What follows belongs to an exercise in optimizing a design on an open flow for a short achievable clock period; a production flow would make more cautious choices. Where RTL was checked, it was by simulation tests only, not by an equivalence proof against the original. The flow treats the clock pin as an ideal source. Dropping or thinning the clock tree relies on that and would not hold on a real chip. Power and IR drop assume default switching activity.

Setup of lane 1:
Design Fifo, start of the top module:
module Fifo
(
input clk,rst, wr_en, rd_en,
input           [7:0] buf_in,
output reg      [7:0] buf_out,
output          [7:0] fifo_counter,
output          buf_empty,
output reg      buf_full
);
Size in the first run: about 1700 cells after synthesis, about 640 flip-flops, roughly 30 I/O pins.
export LEC_CHECK = 0
export ABC_CLOCK_PERIOD_IN_PS = 1000
export CAP_MARGIN = 20
export CORE_MARGIN = 2
export CORE_UTILIZATION = 65
export SETUP_SLACK_MARGIN = 2.35
export SLEW_MARGIN = 20
export TNS_END_PERCENT = 100
create_clock -name core_clock -period 4.0 [get_ports {clk}]
standard.sh (not shown) runs the stock make flow with config.mk's settings and CLKGATE_MAP_FILE= SYNTH_SCRIPT=/design/flow/synth_recipe.tcl, a recipe that flattens the netlist after the stock synthesis.
==> flow/flow/run.sh <==
#!/bin/bash
# The standard layout (standard.sh), except that:
# - the clock tree is built by flow/mycts.tcl (hooked in through ORFS's
#   PRE_CTS_TCL): the clock port drives MY_CTS_COLS roots, each driving
#   MY_CTS_ROWS leaves, each driving an equal group of nearby flip-flops;
# - the port buffers that ORFS adds to every input and output are
#   buf_6 instead of the smallest buffer;
# - timing repair may resize a cell to one of another footprint
#   (MATCH_CELL_FOOTPRINT=0; the platform sets 1).
# Everything standard.sh runs logs to standard.log and ORFS's own logs.
set -euo pipefail
export PRE_CTS_TCL=$PWD/flow/pre_cts.tcl
export MY_CTS_COLS=4
export MY_CTS_ROWS=8
export MY_CTS_ROOT_CELL=sky130_fd_sc_hd__buf_16
export MY_CTS_LEAF_CELL=sky130_fd_sc_hd__clkbuf_16
export BUFFER_PORTS_ARGS="-buffer_cell sky130_fd_sc_hd__buf_6"
bash standard.sh MATCH_CELL_FOOTPRINT=0 finish > standard.log 2>&1
==> flow/flow/pre_cts.tcl <==
# Sourced by ORFS's cts.tcl (PRE_CTS_TCL) just before it builds the clock
# tree: replace TritonCTS with the two-level tree of mycts.tcl. The rest of
# cts.tcl (legalisation, timing repair) runs as usual.
source [file join [file dirname [info script]] mycts.tcl]
rename clock_tree_synthesis _tritoncts
proc clock_tree_synthesis {args} {
  my_clock_tree $::env(MY_CTS_COLS) $::env(MY_CTS_ROWS)
}
Other scripts of this flow, unchanged in this note and not shown: flow/flow/mycts.tcl
Changes in lane 2 relative to lane 1:
--- a/flow/flow/run.sh
+++ b/flow/flow/run.sh
@@ -5,0 +6,2 @@
+#   before that, with MY_MOVE_OUTPUT_FLOPS=1, the flip-flops that drive the
+#   outputs are moved next to their output buffers (flow/outflops.tcl);
@@ -14 +16 @@
-export MY_CTS_ROWS=8
+export MY_CTS_ROWS=6
@@ -16,0 +19 @@
+export MY_MOVE_OUTPUT_FLOPS=1
==> flow/flow/outflops.tcl (new file) <==
# Move the flip-flop that drives each output port (through the port's
# buffer, and at most one more single-fanout cell such as an inverter) next
# to that buffer, so that the flip-flop's output wire is short. Legalisation
# (detailed_placement in cts.tcl) then settles the cells into rows.
proc my_driver_inst {net} {
  if {$net eq "NULL" || $net eq ""} { return "" }
  foreach it [$net getITerms] {
    if {[$it isOutputSignal]} { return [$it getInst] }
  }
  return ""
}
proc my_sole_input_net {inst} {
  set nets {}
  foreach it [$inst getITerms] {
    if {[$it isInputSignal]} {
      set n [$it getNet]
      if {$n ne "NULL"} { lappend nets $n }
    }
  }
  if {[llength $nets] == 1} { return [lindex $nets 0] }
  return ""
}
proc my_move_output_flops {} {
  set block [ord::get_db_block]
  set moved 0
  foreach bt [$block getBTerms] {
    if {[$bt getIoType] ne "OUTPUT"} continue
    set buf [my_driver_inst [$bt getNet]]
    if {$buf eq ""} continue
    set anchor $buf
    set cur $buf
    for {set step 0} {$step < 3} {incr step} {
      set in [my_sole_input_net $cur]
      if {$in eq ""} break
      set drv [my_driver_inst $in]
      if {$drv eq ""} break
      # only single-fanout nets: the cell feeds nothing else
      if {[llength [$in getITerms]] != 2} break
      set loc [$anchor getLocation]
      set w [[$drv getMaster] getWidth]
      $drv setLocation [expr {[lindex $loc 0] - $w}] [lindex $loc 1]
      $drv setPlacementStatus PLACED
      incr moved
      if {[string match "*df*" [[$drv getMaster] getName]]} break
      set anchor $drv
      set cur $drv
    }
  }
  puts "my_move_output_flops: moved $moved cells"
}
--- a/flow/flow/pre_cts.tcl
+++ b/flow/flow/pre_cts.tcl
@@ -2,2 +2,4 @@
-# tree: replace TritonCTS with the two-level tree of mycts.tcl. The rest of
-# cts.tcl (legalisation, timing repair) runs as usual.
+# tree: if MY_MOVE_OUTPUT_FLOPS is 1, move the flip-flops that drive the
+# outputs next to the output buffers (outflops.tcl); then replace TritonCTS
+# with the two-level tree of mycts.tcl. The rest of cts.tcl (legalisation,
+# timing repair) runs as usual.
@@ -4,0 +7,4 @@
+source [file join [file dirname [info script]] outflops.tcl]
+if {[info exists ::env(MY_MOVE_OUTPUT_FLOPS)] && $::env(MY_MOVE_OUTPUT_FLOPS)} {
+  my_move_output_flops
+}
--- outcome ---
- Lane 1 → lane 2: power moved down; transition at the pin with the smallest max-transition slack moved down; met1 track demand over resource moved up; minimum setup slack in the final design moved up.
- Lane 2: wire length is about 0.7% higher than what lane 1 reported.
- Diff lane 1..lane 2 | area of all placed cells without fillers | negligible
- On lane 2: count of instances resized after the clock tree is built is 9 higher than what lane 1 gave.
- For lane 2 and lane 1, there was not a single run that failed to finish clean.
- sky130_fd_sc_hd__dfrtp_1 as the worst-path cell with the longest stage delay was reported by lane 2, and sky130_fd_sc_hd__dfrtp_2 by lane 1.
#### Input delta (lane 3 over lane 2)
--- a/flow/flow/run.sh
+++ b/flow/flow/run.sh
@@ -6,2 +5,0 @@
-#   before that, with MY_MOVE_OUTPUT_FLOPS=1, the flip-flops that drive the
-#   outputs are moved next to their output buffers (flow/outflops.tcl);
@@ -16 +14 @@
-export MY_CTS_ROWS=6
+export MY_CTS_ROWS=8
### Flow results
Lane 2 → lane 3: time the worst path needs with I/O delays and setup went down 0.016 ns, maximum clock rate went up 5.8 MHz, share of final-layout standard cells stronger than drive strength 1 held, switching power summed over all nets held.
Re residual overflow from global routing: no difference whatsoever between lane 2 and lane 3.
Summary: total wirelength of the detailed-routed design, lane 3 better than lane 2
Compared with lane 2, in lane 3 area added between synthesis and finish saw little to no change; clock distribution power now larger; area used by sequential logic in the layout stayed essentially flat.
What lane 4 does differently from lane 3 at the input level:
Settings: swapping 2.35 for 2.5 in SETUP_SLACK_MARGIN.
Findings:
Lane 4: total power is about 2.3% higher than what lane 3 reported.
Lane 4 has less setup slack than lane 3.
Lane 3 -> lane 4: design area increased by a few percent
Utilization, lane 4 and lane 3: lower on lane 3
Row inverter count of the layout excluding clock inverters: lane 4 lower / lane 3 higher
Lane 4 vs. lane 3: number of global-route vias before repair went up by 230.
The inputs of lane 5 differ from those of lane 4 as listed below.
Settings: a change of SETUP_SLACK_MARGIN from 2.5 to 2.35.
--- a/flow/flow/run.sh
+++ b/flow/flow/run.sh
@@ -5,0 +6,2 @@
+#   before that, with MY_MOVE_OUTPUT_FLOPS=1, the flip-flops that drive the
+#   outputs are moved next to their output buffers (flow/outflops.tcl);
==> comparison <==
- [compare] base=lane 4 new=lane 5: post-layout minimum cycle time now smaller, fraction of registers with async set/reset comparable, routed wire length now smaller.
In every run of this note, the design's own scripts or RTL, not TritonCTS, make the clock network.


Another version of the RTL of Fifo (not shown whole).
Size in the first run: about 560 flip-flops, ~30 I/O pins, roughly 24000 um2 of cells after synthesis.
clock: 4.0 ns
lec_check: 0
abc_clock_period_in_ps: 1000
cap_margin: 20
core_margin: 2
core_utilization: 65
setup_slack_margin: 2.7
slew_margin: 20
tns_end_percent: 5
==> flow/flow/run.sh <==
#!/bin/bash
# The standard layout (standard.sh), except that the clock tree is built
# by flow/mycts.tcl (hooked in through ORFS's PRE_CTS_TCL): the clock port
# drives MY_CTS_COLS clkbuf_16 roots, each driving MY_CTS_ROWS clkbuf_16
# leaves, each driving an equal group of nearby flip-flops.
set -euo pipefail
export PRE_CTS_TCL=$PWD/flow/pre_cts.tcl
export MY_CTS_COLS=4
export MY_CTS_ROWS=6
bash standard.sh > standard.log 2>&1
Other scripts of this flow, unchanged in this note and not shown: flow/flow/mycts.tcl, flow/flow/pre_cts.tcl
Then changed:
Settings changed: CORE_UTILIZATION 65 to 50.
After rerunning:
- wire length rose by about 4.4%
- sequential cell count does not change
- die area rose by about 30%
No run of this note included a check of the RTL's function; only the layout flow was run. No run of this note takes its clock network from TritonCTS; it comes from the design's own scripts or RTL.


## v22
Another version of the RTL of Fifo (not shown whole).
Size in the first run: ~1600 cells after synthesis, ~30 I/O pins, ~25000 µm² of cells after synthesis.
Design Fifo, start of the top module:
module Fifo
(
input clk,rst, wr_en, rd_en,
input           [7:0] buf_in,
output reg      [7:0] buf_out,
output          [7:0] fifo_counter,
output          buf_empty,
output reg      buf_full
);
reg  [6:0]  cnt_o;    
reg         ne_o;     
reg  [7:0]  lo_r;     
reg  [8:0]  hi_r;     
reg         sh;       
reg         wq;       
reg  [7:0]  din_q;    
reg  [7:0]  wlo;      
reg  [7:0]  whi;      
reg  [7:0]  ent [63:0];
assign fifo_counter = {1'b0, cnt_o};
assign buf_empty    = ~ne_o;
wire [7:0] lo = {lo_r[7:1], ~lo_r[0]};
wire [8:0] hi = {hi_r[8:1], ~hi_r[0]};
wire empty = lo[0] & hi[0];      
wire full  = hi[8];              
wire at1   = lo[1] & hi[0];      
wire at63  = lo[7] & hi[7];      
wire [7:0] lo_inc = {lo[6:0], lo[7]};
wire [7:0] lo_dec = {lo[0], lo[7:1]};
wire [8:0] hi_inc = lo[7] ? {hi[7:0], 1'b0} : hi;
wire [8:0] hi_dec = lo[0] ? {1'b0, hi[8:1]} : hi;
function [6:0] enc;
     input [7:0] l;
     input [8:0] h;
     begin
          enc[0] = l[1] | l[3] | l[5] | l[7];
          enc[1] = l[2] | l[3] | l[6] | l[7];
          enc[2] = l[4] | l[5] | l[6] | l[7];
          enc[3] = h[1] | h[3] | h[5] | h[7];
          enc[4] = h[2] | h[3] | h[6] | h[7];
  ...
Settings: LEC_CHECK=0, ABC_CLOCK_PERIOD_IN_PS=400, CAP_MARGIN=20, CORE_MARGIN=2, CORE_UTILIZATION=65, SETUP_SLACK_MARGIN=2.7, SLEW_MARGIN=20, TNS_END_PERCENT=5; clock period 4.0 ns.
==> flow/flow/run.sh <==
#!/bin/bash
# The standard layout (standard.sh), except that:
# - the clock tree is built by flow/mycts.tcl (hooked in through ORFS's
#   PRE_CTS_TCL): the clock port drives MY_CTS_COLS roots, each driving
#   MY_CTS_ROWS leaves, each driving an equal group of nearby flip-flops;
# - the port buffers that ORFS adds to every input and output are
#   buf_6 instead of the smallest buffer;
# - timing repair may resize a cell to one of another footprint
#   (MATCH_CELL_FOOTPRINT=0; the platform sets 1).
# Everything standard.sh runs logs to standard.log and ORFS's own logs.
set -euo pipefail
export PRE_CTS_TCL=$PWD/flow/pre_cts.tcl
export MY_CTS_COLS=4
export MY_CTS_ROWS=8
export MY_CTS_ROOT_CELL=sky130_fd_sc_hd__buf_16
export MY_CTS_LEAF_CELL=sky130_fd_sc_hd__clkbuf_16
export BUFFER_PORTS_ARGS="-buffer_cell sky130_fd_sc_hd__buf_6"
bash standard.sh MATCH_CELL_FOOTPRINT=0 finish > standard.log 2>&1
==> flow/flow/mycts.tcl <==
proc my_clock_tree {ncol nrow} {
  set block [ord::get_db_block]
  set db [ord::get_db]
  set rcell sky130_fd_sc_hd__clkbuf_16
  set lcell sky130_fd_sc_hd__clkbuf_16
  if {[info exists ::env(MY_CTS_ROOT_CELL)]} { set rcell $::env(MY_CTS_ROOT_CELL) }
  if {[info exists ::env(MY_CTS_LEAF_CELL)]} { set lcell $::env(MY_CTS_LEAF_CELL) }
  set rmaster [$db findMaster $rcell]
  set lmaster [$db findMaster $lcell]
  set clk [$block findNet clk]
  set sinks {}
  foreach it [$clk getITerms] {
    set inst [$it getInst]
    set bb [$inst getBBox]
    set x [expr {([$bb xMin] + [$bb xMax]) / 2}]
    set y [expr {([$bb yMin] + [$bb yMax]) / 2}]
    lappend sinks [list $x $y $it]
  }
  set n [llength $sinks]
  # columns by x, equal counts
  set sx [lsort -integer -index 0 $sinks]
  set per_col [expr {($n + $ncol - 1) / $ncol}]
  set root_i 0
  set leaf_i 0
  for {set c 0} {$c < $ncol} {incr c} {
    set col [lrange $sx [expr {$c * $per_col}] [expr {($c + 1) * $per_col - 1}]]
    if {[llength $col] == 0} continue
    set rnet [odb::dbNet_create $block "clknet_root_$c"]
    $rnet setSigType CLOCK
    set rinst [odb::dbInst_create $block $rmaster "clkbuf_root_$c"]
    [$rinst findITerm A] connect $clk
    [$rinst findITerm X] connect $rnet
    set sy [lsort -integer -index 1 $col]
    set m [llength $sy]
    set per_row [expr {($m + $nrow - 1) / $nrow}]
    set lx 0; set ly 0; set nl 0
    for {set r 0} {$r < $nrow} {incr r} {
      set grp [lrange $sy [expr {$r * $per_row}] [expr {($r + 1) * $per_row - 1}]]
      if {[llength $grp] == 0} continue
      set lnet [odb::dbNet_create $block "clknet_leaf_${c}_$r"]
      $lnet setSigType CLOCK
      set linst [odb::dbInst_create $block $lmaster "clkbuf_leaf_${c}_$r"]
      [$linst findITerm A] connect $rnet
      [$linst findITerm X] connect $lnet
      set gx 0; set gy 0
      foreach s $grp {
        lassign $s x y it
        $it disconnect
        $it connect $lnet
        set gx [expr {$gx + $x}]; set gy [expr {$gy + $y}]
      }
      set gx [expr {$gx / [llength $grp]}]
      set gy [expr {$gy / [llength $grp]}]
      $linst setLocation $gx $gy
      $linst setPlacementStatus PLACED
      set lx [expr {$lx + $gx}]; set ly [expr {$ly + $gy}]; incr nl
    }
    $rinst setLocation [expr {$lx / $nl}] [expr {$ly / $nl}]
    $rinst setPlacementStatus PLACED
  }
  $clk setSigType CLOCK
  puts "my_clock_tree: $n sinks, $ncol roots, $ncol x $nrow leaves"
}
Other scripts of this flow, unchanged in this note and not shown: flow/flow/pre_cts.tcl
In summary, v22 completed successfully, with a layout that passed the timing, DRC and antenna checks.
For v43, these inputs were changed with respect to v22:
Settings: swapping 400 for 1000 in ABC_CLOCK_PERIOD_IN_PS; swapping 5 for 30 in TNS_END_PERCENT.
==> flow/flow/run.sh <==
#!/bin/bash
# The standard layout (standard.sh), except that the clock tree is built
# by flow/mycts.tcl (hooked in through ORFS's PRE_CTS_TCL): the clock port
# drives MY_CTS_COLS clkbuf_16 roots, each driving MY_CTS_ROWS clkbuf_16
# leaves, each driving an equal group of nearby flip-flops.
set -euo pipefail
export PRE_CTS_TCL=$PWD/flow/pre_cts.tcl
export MY_CTS_COLS=4
export MY_CTS_ROWS=8
bash standard.sh > standard.log 2>&1
--- a/flow/flow/mycts.tcl
+++ b/flow/flow/mycts.tcl
@@ -3,8 +3,3 @@
   set db [ord::get_db]
-  set rcell sky130_fd_sc_hd__clkbuf_16
-  set lcell sky130_fd_sc_hd__clkbuf_16
-  if {[info exists ::env(MY_CTS_ROOT_CELL)]} { set rcell $::env(MY_CTS_ROOT_CELL) }
-  if {[info exists ::env(MY_CTS_LEAF_CELL)]} { set lcell $::env(MY_CTS_LEAF_CELL) }
-  set rmaster [$db findMaster $rcell]
-  set lmaster [$db findMaster $lcell]
+  set master [$db findMaster sky130_fd_sc_hd__clkbuf_16]
   set clk [$block findNet clk]
@@ -29,3 +24,3 @@
     $rnet setSigType CLOCK
-    set rinst [odb::dbInst_create $block $rmaster "clkbuf_root_$c"]
+    set rinst [odb::dbInst_create $block $master "clkbuf_root_$c"]
     [$rinst findITerm A] connect $clk
@@ -41,3 +36,3 @@
       $lnet setSigType CLOCK
-      set linst [odb::dbInst_create $block $lmaster "clkbuf_leaf_${c}_$r"]
+      set linst [odb::dbInst_create $block $master "clkbuf_leaf_${c}_$r"]
       [$linst findITerm A] connect $rnet
Notes after the runs:
Delta (v43 minus v22): final design instance area without fill shows an increase of 13%; initial antenna violation count dropped 1; via count of the first global-routing pass has increased; synthesis-to-layout area growth went up. Core utilization was higher in v43 than in v22. v43 reports a higher all-layer global routing usage than v22 does. v43 vs v22, instance count: v43 higher. Depth of the most critical reg-to-reg path: v43 lower than v22. Of the two values seen for critical setup path kind, reg2reg was produced by v22 and reg2out by v43. Fmax: v43 higher than v22. For the setup slack, v43 came in 0.085 ns higher than v22 did. For v22, the classification of the worst-slack hold path was reg2reg, unlike v43, where it was in2async.
Here is what was changed in the inputs of v9 compared with v43.
Settings: TNS_END_PERCENT: 30 -> 5; ABC_CLOCK_PERIOD_IN_PS: 1000 -> 150.
==> flow/flow/run.sh <==
#!/bin/bash
# The standard layout (standard.sh), except that:
# - the clock tree is built by flow/mycts.tcl (hooked in through ORFS's
#   PRE_CTS_TCL): the clock port drives MY_CTS_COLS roots, each driving
#   MY_CTS_ROWS leaves, each driving an equal group of nearby flip-flops;
# - the port buffers that ORFS adds to every input and output are
#   buf_6 instead of the smallest buffer;
# - timing repair may resize a cell to one of another footprint
#   (MATCH_CELL_FOOTPRINT=0; the platform sets 1).
# Everything standard.sh runs logs to standard.log and ORFS's own logs.
set -euo pipefail
export PRE_CTS_TCL=$PWD/flow/pre_cts.tcl
export MY_CTS_COLS=4
export MY_CTS_ROWS=8
export MY_CTS_ROOT_CELL=sky130_fd_sc_hd__buf_16
export MY_CTS_LEAF_CELL=sky130_fd_sc_hd__clkbuf_16
export BUFFER_PORTS_ARGS="-buffer_cell sky130_fd_sc_hd__buf_6"
bash standard.sh MATCH_CELL_FOOTPRINT=0 finish > standard.log 2>&1
--- a/flow/flow/mycts.tcl
+++ b/flow/flow/mycts.tcl
@@ -3,3 +3,8 @@
   set db [ord::get_db]
-  set master [$db findMaster sky130_fd_sc_hd__clkbuf_16]
+  set rcell sky130_fd_sc_hd__clkbuf_16
+  set lcell sky130_fd_sc_hd__clkbuf_16
+  if {[info exists ::env(MY_CTS_ROOT_CELL)]} { set rcell $::env(MY_CTS_ROOT_CELL) }
+  if {[info exists ::env(MY_CTS_LEAF_CELL)]} { set lcell $::env(MY_CTS_LEAF_CELL) }
+  set rmaster [$db findMaster $rcell]
+  set lmaster [$db findMaster $lcell]
   set clk [$block findNet clk]
@@ -24,3 +29,3 @@
     $rnet setSigType CLOCK
-    set rinst [odb::dbInst_create $block $master "clkbuf_root_$c"]
+    set rinst [odb::dbInst_create $block $rmaster "clkbuf_root_$c"]
     [$rinst findITerm A] connect $clk
@@ -36,3 +41,3 @@
       $lnet setSigType CLOCK
-      set linst [odb::dbInst_create $block $master "clkbuf_leaf_${c}_$r"]
+      set linst [odb::dbInst_create $block $lmaster "clkbuf_leaf_${c}_$r"]
       [$linst findITerm A] connect $rnet
==> comparison <==
- Relative to v43, the per-cell routed wire length measured on v9 has decreased by more than 10%.
- Between v9 and v43, the portion of total power attributed to the clock network is higher for v9.
- Relative to v43, switching power total decreased by about 16% in v9.
- Comparing v9 and v43, the higher clock skew is on v43.
- What v9 reported for total wire length after detailed routing has to be multiplied by 1.2 to get the figure for v43.
The inputs of v51 differ from those of v9 as listed below.
Settings: a change of ABC_CLOCK_PERIOD_IN_PS from 150 to 1000.
==> flow/flow/run.sh <==
#!/bin/bash
# The standard layout (standard.sh), except that the clock tree is built
# by flow/mycts.tcl (hooked in through ORFS's PRE_CTS_TCL): the clock port
# drives MY_CTS_COLS clkbuf_16 roots, each driving MY_CTS_ROWS clkbuf_16
# leaves, each driving an equal group of nearby flip-flops.
set -euo pipefail
export PRE_CTS_TCL=$PWD/flow/pre_cts.tcl
export MY_CTS_COLS=4
export MY_CTS_ROWS=8
bash standard.sh > standard.log 2>&1
--- a/flow/flow/mycts.tcl
+++ b/flow/flow/mycts.tcl
@@ -3,8 +3,3 @@
   set db [ord::get_db]
-  set rcell sky130_fd_sc_hd__clkbuf_16
-  set lcell sky130_fd_sc_hd__clkbuf_16
-  if {[info exists ::env(MY_CTS_ROOT_CELL)]} { set rcell $::env(MY_CTS_ROOT_CELL) }
-  if {[info exists ::env(MY_CTS_LEAF_CELL)]} { set lcell $::env(MY_CTS_LEAF_CELL) }
-  set rmaster [$db findMaster $rcell]
-  set lmaster [$db findMaster $lcell]
+  set master [$db findMaster sky130_fd_sc_hd__clkbuf_16]
   set clk [$block findNet clk]
@@ -29,3 +24,3 @@
     $rnet setSigType CLOCK
-    set rinst [odb::dbInst_create $block $rmaster "clkbuf_root_$c"]
+    set rinst [odb::dbInst_create $block $master "clkbuf_root_$c"]
     [$rinst findITerm A] connect $clk
@@ -41,3 +36,3 @@
       $lnet setSigType CLOCK
-      set linst [odb::dbInst_create $block $lmaster "clkbuf_leaf_${c}_$r"]
+      set linst [odb::dbInst_create $block $master "clkbuf_leaf_${c}_$r"]
       [$linst findITerm A] connect $rnet
Findings:
- From v9 to v51 the numbers moved as follows: register-to-register slack grew by 0.14 ns, number of nets in the finished design shrank by 21, final cell count without fillers shrank by about 1%, proportion of power drawn by combinational gates shrank by 1.3 points.
- Re post-route worst setup slack: v51 and v9 aren't equal, and the lower value belongs to v9.
- On power share of the clock group, v51 and v9 are neck and neck.
- A master of the slowest instance on the critical path of sky130_fd_sc_hd__dfrtp_4 is what v9 shows, while sky130_fd_sc_hd__dfrtp_1 belongs to v51.
- Between v51 and v9, maximum frequency is higher for v51, v9 comes in under that.
- Of the two candidates, v9 has the worse static leakage and v51 the better one.
- Compared to v9, v51 has growth of design area from synthesis to finish 2.0 points lower.
- Looking at design area, v51 sits below v9.
- v51: met1 usage lower than v9
In every run of this note, the design's own scripts or RTL, not TritonCTS, make the clock network.

re-timing with driven ports:
In the flow no input, the clock included, has a driving cell. The finished layouts below were timed again as built, in two steps. Step 1 (the two cells are an assumption about what drives the block):
set clk [get_ports {clk}]
set_driving_cell -lib_cell sky130_fd_sc_hd__clkbuf_16 $clk
set_driving_cell -lib_cell sky130_fd_sc_hd__buf_2 [delete_from_list [all_inputs] $clk]
Step 2 adds t to the input delays and takes it off the output delays; t is the mean of the earliest and latest rising clock arrival at the registers after step 1. Input paths then give back, and output paths get back, about the clock's delay inside the block. a / b / c = ideal / step 1 / step 2; a / b = the first two.
run | shift t [ns] | setup WS [ns] | hold WS [ns] | worst register clock-pin slew, ns | cell pins on the clock port's net
lane 1 | 0.445 | 2.263 / 2.145 / 1.843 | 0.474 / 0.449 / 0.474 | 0.09 / 0.09 | 4
lane 2 | 0.448 | 2.337 / 2.220 / 1.816 | 0.471 / 0.389 / 0.487 | 0.11 / 0.11 | 4
lane 3 | 0.446 | 2.353 / 2.235 / 1.921 | 0.474 / 0.446 / 0.474 | 0.09 / 0.09 | 4
lane 4 | 0.453 | 2.314 / 2.195 / 1.775 | 0.485 / 0.461 / 0.485 | 0.09 / 0.09 | 4
lane 5 | 0.446 | 2.353 / 2.235 / 1.921 | 0.474 / 0.446 / 0.474 | 0.09 / 0.09 | 4
the first run of note 2 | 0.433 | 2.181 / 2.181 / 1.783 | 0.490 / 0.490 / 0.490 | 0.10 / 0.10 | 4
the second run of note 2 | 0.439 | 2.127 / 2.127 / 1.751 | 0.493 / 0.493 / 0.493 | 0.10 / 0.10 | 4
v22 | 0.442 | 2.143 / 2.143 / 1.816 | 0.512 / 0.483 / 0.512 | 0.08 / 0.08 | 4
v43 | 0.452 | 2.228 / 2.134 / 1.895 | 0.430 / 0.365 / 0.533 | 0.08 / 0.08 | 4
v9 | 0.442 | 2.143 / 2.143 / 1.816 | 0.512 / 0.483 / 0.512 | 0.08 / 0.08 | 4
v51 | 0.440 | 2.268 / 2.180 / 1.921 | 0.536 / 0.536 / 0.536 | 0.08 / 0.08 | 4
After both steps setup and hold are still met in every run listed. For lane 4, which loses most, drivers alone change the setup slack by -0.119 ns; drivers and shift together by -0.539 ns.
